What follows belongs to an exercise in optimizing a design on an open flow for small area, a short achievable clock period and few clock cycles; a production flow would make more cautious choices.
Where RTL was checked, it was by simulation tests only, not by an equivalence proof against the original.
Power and IR drop assume default switching activity.

==> v36 <==
## top
module top (
	input		start,
	input		reset,
	input 	clk,
	input			load,
	input	[5:0]	load_addr,
	input	[7:0]	a_data,
	input	[7:0]	b_data,
	input	[5:0]	c_addr,
	output reg		done,
	output	[18:0]	c_data
	);
	wire [8:0] b9 = {b_data, 1'b0};
	wire [7:0] b_enc = {b9[8] ^ b9[6], b9[7] ^ b9[6], b9[6] ^ b9[4], b9[5] ^ b9[4],
	                    b9[4] ^ b9[2], b9[3] ^ b9[2], b9[2] ^ b9[0], b9[1] ^ b9[0]};
	reg [7:0] wa [0:63];
	reg [7:0] wb [0:63];
	reg [7:0] xa [0:63];
	reg [7:0] xb [0:63];
	reg busy;
	integer n;
	always @(posedge clk) begin
		if (load) begin
			wa[load_addr] <= a_data;
			wb[load_addr] <= b_enc;
		end
		if (start)
			for (n = 0; n < 64; n = n + 1) begin
				xa[n] <= wa[n];
				xb[n] <= wb[n];
			end
	end
	always @(posedge clk) begin
		if (reset) begin
			done <= 1'b0;
			busy <= 1'b0;
		end else if (start) begin
			done <= 1'b0;
			busy <= 1'b1;
		end else if (busy) begin
			done <= 1'b1;
			busy <= 1'b0;
		end
	end
	wire [2:0] k = c_addr[2:0];
	wire [2:0] j = c_addr[5:3];
	wire [7:0] ra0 = xa[{3'd0, k}], ra1 = xa[{3'd1, k}], ra2 = xa[{3'd2, k}], ra3 = xa[{3'd3, k}];
	wire [7:0] ra4 = xa[{3'd4, k}], ra5 = xa[{3'd5, k}], ra6 = xa[{3'd6, k}], ra7 = xa[{3'd7, k}];
	wire [7:0] rb0 = xb[{j, 3'd0}], rb1 = xb[{j, 3'd1}], rb2 = xb[{j, 3'd2}], rb3 = xb[{j, 3'd3}];
	wire [7:0] rb4 = xb[{j, 3'd4}], rb5 = xb[{j, 3'd5}], rb6 = xb[{j, 3'd6}], rb7 = xb[{j, 3'd7}];
	wire [8:0] pp0_0, pp0_1, pp0_2, pp0_3;
	wire [3:0] ng0;
	booth_row br0 (.a(ra0), .b(rb0), .p0(pp0_0), .p1(pp0_1), .p2(pp0_2), .p3(pp0_3), .ng(ng0));
	wire [8:0] pp1_0, pp1_1, pp1_2, pp1_3;
	wire [3:0] ng1;
	booth_row br1 (.a(ra1), .b(rb1), .p0(pp1_0), .p1(pp1_1), .p2(pp1_2), .p3(pp1_3), .ng(ng1));
	wire [8:0] pp2_0, pp2_1, pp2_2, pp2_3;
	wire [3:0] ng2;
	booth_row br2 (.a(ra2), .b(rb2), .p0(pp2_0), .p1(pp2_1), .p2(pp2_2), .p3(pp2_3), .ng(ng2));
	wire [8:0] pp3_0, pp3_1, pp3_2, pp3_3;
	wire [3:0] ng3;
	booth_row br3 (.a(ra3), .b(rb3), .p0(pp3_0), .p1(pp3_1), .p2(pp3_2), .p3(pp3_3), .ng(ng3));
	wire [8:0] pp4_0, pp4_1, pp4_2, pp4_3;
	wire [3:0] ng4;
	booth_row br4 (.a(ra4), .b(rb4), .p0(pp4_0), .p1(pp4_1), .p2(pp4_2), .p3(pp4_3), .ng(ng4));
	wire [8:0] pp5_0, pp5_1, pp5_2, pp5_3;
	wire [3:0] ng5;
  ...
Settings: LEC_CHECK=0, ABC_AREA=1, CAP_MARGIN=20, CORE_MARGIN=2, CORE_UTILIZATION=55, CTS_CLUSTER_DIAMETER=90, CTS_CLUSTER_SIZE=28, PLACE_DENSITY=0.68, SETUP_SLACK_MARGIN=1.2, SLEW_MARGIN=20; clock period 7.0 ns.
standard.sh (not shown) runs the stock make flow with config.mk's settings and CLKGATE_MAP_FILE= SYNTH_SCRIPT=/design/flow/synth_recipe.tcl, a recipe that flattens the netlist after the stock synthesis.
==> flow/flow/run.sh <==
#!/bin/bash
# The standard layout with two changes to how it is made:
#  - Yosys's synth runs without its early ABC pass (-noabc), which otherwise
#    remaps the compressor tree before extract_fa and leaves inverters between
#    the full-adder cells (the flow's later ABC pass still maps the rest);
#  - the port buffers that placement inserts on every input and output are
#    buf_4 cells instead of the delay cells buffer_ports picks by default.
# Everything else, from floorplan to the final DEF, is the standard flow.
set -euo pipefail
bash standard.sh SYNTH_ARGS=-noabc "BUFFER_PORTS_ARGS=-buffer_cell sky130_fd_sc_hd__buf_4" finish > standard_flow.log 2>&1
==> v5 (differences from v36) <==
--- a/flow/design.v
+++ b/flow/design.v
@@ -5,29 +5,26 @@
 	input			load,
 	input	[5:0]	load_addr,
 	input	[7:0]	a_data,
 	input	[7:0]	b_data,
 	input	[5:0]	c_addr,
 	output reg		done,
 	output	[18:0]	c_data
 	);
-	wire [8:0] b9 = {b_data, 1'b0};
-	wire [7:0] b_enc = {b9[8] ^ b9[6], b9[7] ^ b9[6], b9[6] ^ b9[4], b9[5] ^ b9[4],
-	                    b9[4] ^ b9[2], b9[3] ^ b9[2], b9[2] ^ b9[0], b9[1] ^ b9[0]};
 	reg [7:0] wa [0:63];
 	reg [7:0] wb [0:63];
 	reg [7:0] xa [0:63];
 	reg [7:0] xb [0:63];
 	reg busy;
 	integer n;
 	always @(posedge clk) begin
 		if (load) begin
 			wa[load_addr] <= a_data;
-			wb[load_addr] <= b_enc;
+			wb[load_addr] <= b_data;
 		end
 		if (start)
 			for (n = 0; n < 64; n = n + 1) begin
 				xa[n] <= wa[n];
 				xb[n] <= wb[n];
 			end
 	end
 	always @(posedge clk) begin
@@ -795,27 +792,28 @@
 	assign c_data = {1'b1, k602, k600, k598, k596, k594, k592, k590, k588, k586, k584, k582, k580, k578, k576, s575, q3, q2, q0} + {1'b0, q57, s601, s599, s597, s595, s593, s591, s589, s587, s585, s583, s581, s579, s577, q6, 1'b0, 1'b0, q1};
 endmodule
 module booth_row (
 	input	[7:0]	a,
 	input	[7:0]	b,
 	output	[8:0]	p0, p1, p2, p3,
 	output	[3:0]	ng
 	);
+	wire [8:0] b9 = {b, 1'b0};
 	wire [8:0] a1 = {a[7], a};
 	wire [8:0] a2 = {a, 1'b0};
-	wire [3:0] one = {b[6], b[4], b[2], b[0]};
-	wire [3:0] t = {b[7], b[5], b[3], b[1]};
-	wire [3:0] neg = {t[3] ^ t[2] ^ t[1] ^ t[0], t[2] ^ t[1] ^ t[0], t[1] ^ t[0], t[0]};
 	wire [8:0] p [0:3];
 	genvar r;
 	generate
 		for (r = 0; r < 4; r = r + 1) begin : g
-			wire [8:0] mag = one[r] ? a1 : (t[r] ? a2 : 9'd0);
-			assign p[r] = mag ^ {9{neg[r]}};
-			assign ng[r] = neg[r];
+			wire lo = b9[2*r], mid = b9[2*r+1], hi = b9[2*r+2];
+			wire one = lo ^ mid;
+			wire two = (hi & ~mid & ~lo) | (~hi & mid & lo);
+			wire [8:0] mag = one ? a1 : (two ? a2 : 9'd0);
+			assign p[r] = mag ^ {9{hi}};
+			assign ng[r] = hi;
 		end
 	endgenerate
 	assign p0 = p[0];
 	assign p1 = p[1];
 	assign p2 = p[2];
 	assign p3 = p[3];
 endmodule
==> flow/flow/run.sh (replaced) <==
#!/bin/bash
# The standard layout, with Yosys's synth run without its early ABC pass
# (-noabc). That pass remaps the compressor tree before extract_fa and leaves
# inverters between the full-adder cells; the flow's own later ABC pass still
# maps all remaining logic. Everything else is the standard flow.
set -euo pipefail
bash standard.sh SYNTH_ARGS=-noabc finish > standard_flow.log 2>&1
Settings changed: ABC_AREA 1 to default.
==> reports/metrics.yaml <==
utilization_pct: 60.2
clk-insertion-delay-late_ns: 0.75
diodes: 3
status: "timing/DRC/antenna clean"
die_h_um: 403
r2r_end: "q32"
die-area_mm2: 0.162
wirelength_um: 243000
ys_types: 53
ir_worst_vdd_mv: 1.54
synth.area.mux_share_pct: 0
# the run above: v36

==> reports/metrics.yaml <==
status: "timing/DRC/antenna clean"
grt_max_degree: 168
synth.area.mux_share_pct: 4.88
die-area_mm2: 0.162
wirelength_um: 276000
die_h_um: 403
crit_buf_inv: 5
ir_worst_vdd_mv: 1.76
diodes: 2
r2r_end: "q5"
# the run above: v5

Testbench counts of v5, summed over its fixed seeds: cycles 3,680.
For v36, only the layout was checked, not whether the RTL still works.

==> inputs of job 1789 <==
top with an RTL version that a note above also has.
## top
module top (
	input		start,
	input		reset,
	input 	clk,
	input			load,
	input	[5:0]	load_addr,
	input	[7:0]	a_data,
	input	[7:0]	b_data,
	input	[5:0]	c_addr,
	output reg		done,
	output	[18:0]	c_data
	);
	reg [7:0] wa [0:63];
	reg [7:0] wb [0:63];
	reg [7:0] xa [0:63];
	reg [7:0] xb [0:63];
	reg busy;
	integer n;
	always @(posedge clk) begin
		if (load) begin
			wa[load_addr] <= a_data;
			wb[load_addr] <= b_data;
		end
		if (start)
			for (n = 0; n < 64; n = n + 1) begin
				xa[n] <= wa[n];
				xb[n] <= wb[n];
			end
	end
	always @(posedge clk) begin
		if (reset) begin
			done <= 1'b0;
			busy <= 1'b0;
		end else if (start) begin
			done <= 1'b0;
			busy <= 1'b1;
		end else if (busy) begin
			done <= 1'b1;
			busy <= 1'b0;
		end
	end
	wire [2:0] k = c_addr[2:0];
	wire [2:0] j = c_addr[5:3];
	wire [7:0] ra0 = xa[{3'd0, k}], ra1 = xa[{3'd1, k}], ra2 = xa[{3'd2, k}], ra3 = xa[{3'd3, k}];
	wire [7:0] ra4 = xa[{3'd4, k}], ra5 = xa[{3'd5, k}], ra6 = xa[{3'd6, k}], ra7 = xa[{3'd7, k}];
	wire [7:0] rb0 = xb[{j, 3'd0}], rb1 = xb[{j, 3'd1}], rb2 = xb[{j, 3'd2}], rb3 = xb[{j, 3'd3}];
	wire [7:0] rb4 = xb[{j, 3'd4}], rb5 = xb[{j, 3'd5}], rb6 = xb[{j, 3'd6}], rb7 = xb[{j, 3'd7}];
	wire [8:0] pp0_0, pp0_1, pp0_2, pp0_3;
	wire [3:0] ng0;
	booth_row br0 (.a(ra0), .b(rb0), .p0(pp0_0), .p1(pp0_1), .p2(pp0_2), .p3(pp0_3), .ng(ng0));
	wire [8:0] pp1_0, pp1_1, pp1_2, pp1_3;
	wire [3:0] ng1;
	booth_row br1 (.a(ra1), .b(rb1), .p0(pp1_0), .p1(pp1_1), .p2(pp1_2), .p3(pp1_3), .ng(ng1));
	wire [8:0] pp2_0, pp2_1, pp2_2, pp2_3;
	wire [3:0] ng2;
	booth_row br2 (.a(ra2), .b(rb2), .p0(pp2_0), .p1(pp2_1), .p2(pp2_2), .p3(pp2_3), .ng(ng2));
	wire [8:0] pp3_0, pp3_1, pp3_2, pp3_3;
	wire [3:0] ng3;
	booth_row br3 (.a(ra3), .b(rb3), .p0(pp3_0), .p1(pp3_1), .p2(pp3_2), .p3(pp3_3), .ng(ng3));
	wire [8:0] pp4_0, pp4_1, pp4_2, pp4_3;
	wire [3:0] ng4;
	booth_row br4 (.a(ra4), .b(rb4), .p0(pp4_0), .p1(pp4_1), .p2(pp4_2), .p3(pp4_3), .ng(ng4));
  ...
Settings: LEC_CHECK=0, CAP_MARGIN=20, CORE_MARGIN=2, CORE_UTILIZATION=40, SETUP_SLACK_MARGIN=2.0, SLEW_MARGIN=20; clock period 7.0 ns.
run.sh (not shown) runs the stock make flow with config.mk's settings and CLKGATE_MAP_FILE= SYNTH_SCRIPT=/design/flow/synth_recipe.tcl, a recipe that flattens the netlist after the stock synthesis.
Stock flow here: none of the scripts above is used.
==> job 1427 (differences from job 1789) <==
Settings changed: CORE_UTILIZATION 40 to 60, CTS_BUF_LIST set to sky130_fd_sc_hd__clkbuf_4 sky130_fd_sc_hd__clkbuf_8, PLACE_DENSITY set to 0.72, SETUP_SLACK_MARGIN 2.0 to unset.
==> job 549 (differences from job 1789) <==
==> flow/flow/run.sh (new file) <==
#!/bin/bash
# The standard layout with two changes to how it is made:
#  - Yosys's synth runs without its early ABC pass (-noabc), which otherwise
#    remaps the compressor tree before extract_fa and leaves inverters between
#    the full-adder cells (the flow's later ABC pass still maps the rest);
#  - the port buffers that placement inserts on every input and output are
#    buf_4 cells instead of the delay cells buffer_ports picks by default.
# Everything else, from floorplan to the final DEF, is the standard flow.
set -euo pipefail
bash standard.sh SYNTH_ARGS=-noabc "BUFFER_PORTS_ARGS=-buffer_cell sky130_fd_sc_hd__buf_4" finish > standard_flow.log 2>&1
==> flow/standard.sh (new file) <==
#!/bin/bash
# synth_recipe.tcl (not shown) runs the flow's synth.tcl, then flattens the netlist and writes it again
# the make line also repeats each setting of config.mk as NAME=value (left out here)
make -C /OpenROAD-flow-scripts/flow DESIGN_CONFIG=/design/flow/config.mk WORK_HOME=/design/flow/orfs CLKGATE_MAP_FILE= SYNTH_SCRIPT=/design/flow/synth_recipe.tcl "${@:-finish}"
Settings changed: ABC_AREA set to 1, CTS_CLUSTER_DIAMETER set to 90, CTS_CLUSTER_SIZE set to 28, SETUP_SLACK_MARGIN 2.0 to 1.0.
removed: flow/run.sh
==> notes <==
- The highest non-clock buffer count belongs to job 1789, the lowest to job 549.
- Cell area, lowest first: job 549, job 1427, job 1789.
- The highest combinational power belongs to job 1789, the lowest to job 549.
- The lowest clock skew belongs to job 1789, the highest to job 1427.
- The lowest clock-buffer cell count belongs to job 549, the highest to job 1427.
==> figures <==
Clock network power share: job 1789 24.7%; job 1427 24.8%; job 549 18.0%
Final WS setup: job 1789 1.28 ns; job 1427 0.531 ns; job 549 1.12 ns
Combinational Power: job 1789 18.3 mW; job 1427 15.2 mW; job 549 14.7 mW
Die width: job 1789 472 um; job 1427 386 um; job 549 472 um
Cell count after synthesis: job 1789 5337; job 1427 5337; job 549 6617
Status: job 1789 finished clean; job 1427 finished clean; job 549 finished clean
Launching instance or port of the critical path: job 1789 c_addr[3]; job 1427 q34; job 549 c_addr[5]
Antenna diode count: job 1789 1; job 1427 5; job 549 5
Proportion of total power due to net switching: job 1789 33.8%; job 1427 33.6%; job 549 35.9%
Fraction of layout cells with a size suffix above 1: job 1789 34.7%; job 1427 22.4%; job 549 9.53%
Met2 Wirelength: job 1789 137 mm; job 1427 120 mm; job 549 120 mm
Root Buffer Master: job 1789 sky130_fd_sc_hd__clkbuf_16; job 1427 sky130_fd_sc_hd__clkbuf_8; job 549 sky130_fd_sc_hd__clkbuf_16
Testbench counts of job 1789, summed over its fixed seeds: cycles 3,680.
Testbench counts of job 1427, summed over its fixed seeds: cycles 3,680.
Testbench counts of job 549, summed over its fixed seeds: cycles 3,680.

## re-timing with driven ports
How much do the figures lean on ideal ports? The routed layouts below were timed once more, with nothing changed but the port constraints. Step 1: set_driving_cell puts a clkbuf_16 on clk and a buf_2 on each other input, an assumption about the parent block. Step 2, shift: input delay + t, output delay - t, t = (earliest + latest rising clock arrival at the registers) / 2. This alone moves slack from input paths to output paths. Three values: ideal, step 1, step 2; two values: the first two.
| run | t, ns | setup slack, ns | worst setup path at the end | worst data-port slew with drivers (ns) |
|---|---|---|---|---|
| v36 | 0.825 | 1.233 / 1.282 / 0.457 | input to register | 0.08 |
| v5 | 0.822 | 1.192 / 1.150 / 0.329 | input to register | 0.20 |
| job 1789 | 0.955 | 1.285 / 1.260 / 0.327 | input to register | 0.23 |
| job 1427 | 1.061 | 0.531 / 0.455 / -0.290 | input to register | 0.05 |
| job 549 | 0.844 | 1.115 / 1.117 / 0.274 | input to register | 0.14 |
With both steps, setup timing fails in job 1427, where it was met with ideal ports. The setup slack of job 1789, which loses most, moves by -0.025 ns with the drivers and by -0.958 ns with both steps.
